What follows belongs to an exercise in optimizing a design on an open flow for small area; a production flow would make more cautious choices. Only simulation tests tie the RTL to the original design; equivalence was not proved. No activity file was given, so power comes from the tool's default toggle rates.

Setup of birch:
// PILLOUT
module PILLOUT(clk,
					rst,
					filas,
					columnas,
					RX,
					TX,
					Servo1,
					Servo2,
					Bocina,
					HEX0,
					dis,
					LCD_RW, 
					LCD_EN, 
					LCD_RS, 
					LCD_DATA);
input	clk;
input	rst;
input  [3:0]filas;
output [3:0]columnas;
input RX;
output TX;
output Servo1;
output Servo2;
output Bocina;
output dis;
output [6:0] HEX0;
output  [7:0] LCD_DATA;
output LCD_RW;
output LCD_EN;
output LCD_RS;
wire [4:0]num;
wire Done;
wire [15:0]tiempo;
wire tcarry;
wire DLY_RST;
wire clk_10k;
wire baud;
wire [2:0]cnt;
wire [31:0]tag;
wire done;
wire [1:0] LUT_LINE;
wire [4:0] LUT_COL;
wire [8:0] LUT_DATA;
wire chg;
assign Bocina = 1'b0;
assign dis    = 1'b0;
parameter MenuPrin 	 = 0;
parameter NewUser1 	 = 1;
parameter NewUser2 	 = 2;
parameter RFID1    	 = 3; 
parameter RFID2    	 = 4;
parameter Medicamento = 5;
function [116:0] pack(input [128:0] i);
	pack = {i[128:93], i[91:85], i[82:69], i[67:61], i[58:45], i[43:37], i[34:21], i[19:13], i[10:0]};
endfunction
function [128:0] unpack(input [116:0] p);
	unpack = {p[116:81], 1'b0, p[80:74], 2'b00, p[73:60], 1'b0, p[59:53], 2'b00,
	          p[52:39], 1'b0, p[38:32], 2'b00, p[31:18], 1'b0, p[17:11], 2'b00, p[10:0]};
endfunction
reg [2:0]state_s;
reg [1:0]posi_s;
reg [2:0]posiH_s;
reg in_s;
reg [8:0]contador_s;
reg RST_s;
reg [3:0]med_s;
reg [1:0]user_s;
reg validate_s;
reg [84:0] rec_s;      
reg [3:0] used_s;
reg [31:0] tag0_s, tag1_s, tag2_s, tag3_s;
reg [4:0] num_i;
reg done_i;
reg rstd;
wire [128:0] info_rd = unpack({32'd0, rec_s});
reg [514:0] Usuarios;
always @(*) begin
	Usuarios = 515'd0;
  ...
clock: 10.0 ns
lec_check: 0
cap_margin: 20
core_margin: 2
core_utilization: 60
cts_buf_list: sky130_fd_sc_hd__clkbuf_16
cts_cluster_diameter: 100
cts_cluster_size: 20
slew_margin: 20
run.sh (not shown) runs the stock make flow with config.mk's settings and CLKGATE_MAP_FILE= SYNTH_SCRIPT=/design/flow/synth_recipe.tcl, a recipe that flattens the netlist after the stock synthesis.
Having completed the whole flow, birch delivered a layout that passed the timing, DRC and antenna checks.
Input-level comparison between maple and birch:
diff --git a/flow/design.v b/flow/design.v
--- a/flow/design.v
+++ b/flow/design.v
@@ -128,20 +128,15 @@
 				done_v = 1'b1;
 			end
 		end
 	end
 	if(en) pend_v = 1'b0;
 end
-wire [4:0] widx = 5'd31 - (espacio[4:0] - 5'd1);
-wire tag_d = pbit & ~rst;
-integer i;
-always @(posedge clk)
-	for (i = 0; i < 32; i = i + 1)
-		if(rst || (en && pend && widx == i)) tag[i] <= tag_d;
 always@(posedge clk)begin
 	if(rst) begin
+		tag <= 32'd0;
 		contador <= 5'd0;
 		delayTX <= 5'd0;
 		espacio <= 6'd0;
 		lector <= 1'b0;
 		empezar <= 1'b0;
 		done <= 1'b0;
@@ -153,12 +148,13 @@
 		espacio <= e_v;
 		lector <= l_v;
 		empezar <= s_v;
 		done <= done_v;
 		pend <= pend_v;
 		pbit <= pbit_v;
+		if(en && pend) tag[5'd31 - (espacio[4:0] - 5'd1)] <= pbit;
 	end
 end
 endmodule
 module PWM(clk, rst, cnt, servo1, servo2, med);
 input clk;
 input rst;
@@ -1097,19 +1093,20 @@
 reg in_s;
 reg [8:0]contador_s;
 reg RST_s;
 reg [3:0]med_s;
 reg [1:0]user_s;
 reg validate_s;
-reg [84:0] rec_s;      
+reg [116:0] rec_s;
 reg [3:0] used_s;
 reg [31:0] tag0_s, tag1_s, tag2_s, tag3_s;
 reg [4:0] num_i;
 reg done_i;
 reg rstd;
-wire [128:0] info_rd = unpack({32'd0, rec_s});
+wire [128:0] info_show = unpack(rec_s);
+wire [128:0] info_rd = {info_show[128] & (user_s != 2'h3), info_show[127:0]};
 reg [514:0] Usuarios;
 always @(*) begin
 	Usuarios = 515'd0;
 	Usuarios[0]       = used_s[0];
 	Usuarios[128:97]  = tag0_s;
 	Usuarios[129]     = used_s[1];
@@ -1323,20 +1320,23 @@
 	upd_en  = 129'd0;
 	upd_val = 129'd0;
 	upd_en[0]  = 1'b1;
 	upd_val[0] = info[0];
 	for (k = 0; k < 24; k = k + 1) begin
 		upd_en[4*k+1 +: 4]  = {4{we[k] | clr | rstd}};
-		upd_val[4*k+1 +: 4] = (clr | rstd) ? 4'd0 : num_i[3:0];    
+		upd_val[4*k+1 +: 4] = (we[k] & ~rstd) ? num_i[3:0] : 4'd0;
 	end
+	upd_en[128:97]  = {32{twr | clr | rstd}};
+	upd_val[128:97] = (twr & ~rstd) ? tag : 32'd0;
+	upd_en[128]     = twr | clr | rstd | (user_s == 2'h3);
 end
-wire [116:0] rec_en = pack(upd_en), rec_val = pack(upd_val);    
+wire [116:0] rec_en = pack(upd_en), rec_val = pack(upd_val);
 integer j;
 always @(posedge clk)
 	if(clk_10k)
-		for (j = 0; j < 85; j = j + 1)
+		for (j = 0; j < 117; j = j + 1)
 			if(rec_en[j]) rec_s[j] <= rec_val[j];
 wire [4:0] fk = (state_s == 3'd2 ? 5'd12 : 5'd0) + (posi_s == 2'd2 ? 5'd6 : 5'd0) + {2'b00, posiH_s};
 reg [3:0] old_dig;
 always @(*) begin
 	case(fk)
 	5'd0: old_dig = info_rd[4:1];
@@ -1379,25 +1379,21 @@
 		RST_s <= RST;
 		med_s <= med;
 		user_s <= user;
 		validate_s <= validate;
 		num_i <= num;
 		done_i <= done;
-		if(rstd || user == 2'h0) used_s[0] <= info[0];
-		if(rstd || user == 2'h1) used_s[1] <= info[0];
-		if(rstd || user == 2'h2) used_s[2] <= info[0];
-		if(rstd || user == 2'h3) begin used_s[3] <= info[0]; tag3_s[0] <= info[96]; end
-		if(rstd || (user == 2'h0 && (twr || clr))) tag0_s <= (twr && !rstd) ? tag : 32'd0;
-		if(rstd || (user == 2'h1 && (twr || clr))) tag1_s <= (twr && !rstd) ? tag : 32'd0;
-		if(rstd || (user == 2'h2 && (twr || clr))) tag2_s <= (twr && !rstd) ? tag : 32'd0;
-		if(rstd || (user == 2'h3 && (twr || clr))) tag3_s[31:1] <= (twr && !rstd) ? tag[30:0] : 31'd0;
+		if(rstd || user == 2'h0) begin used_s[0] <= info[0]; tag0_s <= info[128:97]; end
+		if(rstd || user == 2'h1) begin used_s[1] <= info[0]; tag1_s <= info[128:97]; end
+		if(rstd || user == 2'h2) begin used_s[2] <= info[0]; tag2_s <= info[128:97]; end
+		if(rstd || user == 2'h3) begin used_s[3] <= info[0]; tag3_s <= info[127:96]; end
 	end
 end
 DivFreq 	div0 (clk, rst, cnt, clk_10k, baud);
 Cronometro cronometro1(clk, rst, clk_10k, tiempo, tcarry);
-Pantalla   dis1(LUT_LINE, LUT_COL, state_s, {tag, info_rd[96:1]}, user_s, posi_s, posiH_s, in_s, validate_s, tiempo, LUT_DATA);
+Pantalla   dis1(LUT_LINE, LUT_COL, state_s, info_show[128:1], user_s, posi_s, posiH_s, in_s, validate_s, tiempo, LUT_DATA);
 Cambio     cmb (chg_now, state_s, posi_s, posiH_s, in_s, validate_s, tcarry, dchg,
                 state, posi, posiH, in, validate);
 reg chg_q;
 always @(posedge clk) chg_q <= clk_10k & chg_now;
 assign chg = chg_q;
 LCD_TEXT    LCD1(clk, DLY_RST & ~rst, LCD_DATA, LCD_RW, LCD_EN, LCD_RS, LUT_LINE, LUT_COL, LUT_DATA, Done);
Findings:
Post-layout total power in maple is 0.16 mW above birch. Any difference in setup slack after placement between maple and birch is small enough to ignore. Compared with birch, in maple die area now sits higher, number of detailed-routing iterations run before antenna repair now sits higher, post-route clock period utilization now sits higher, worst relative slew slack now sits lower. For birch and maple, there was not a single run that failed to finish clean. Min summed area of non-filler cells in the final layout across birch and maple: birch.

-- port drivers added, routing unchanged --
The results above use ideal ports. As a check the final layouts listed here were re-extracted and re-timed, cells and wires unchanged. Step 1, drivers: a clkbuf_16 drives clk and a buf_2 each remaining input, both assumed. Step 2 times the ports against the registers' clock, not the clock port: input delays grow and output delays shrink by t, the midpoint of the rising clock arrivals with the driver on. a / b / c = ideal ports / drivers / drivers and shift; a / b = the first two.
run	t, ns	setup WS [ns]	worst setup path after step 2	latest minus earliest clock arrival (ns)
birch	0.618	4.076 / 4.076 / 4.076	register to register	0.046 / 0.046
maple	0.639	4.042 / 4.042 / 4.042	register to register	0.024 / 0.025
After both steps every run listed still meets setup and hold.
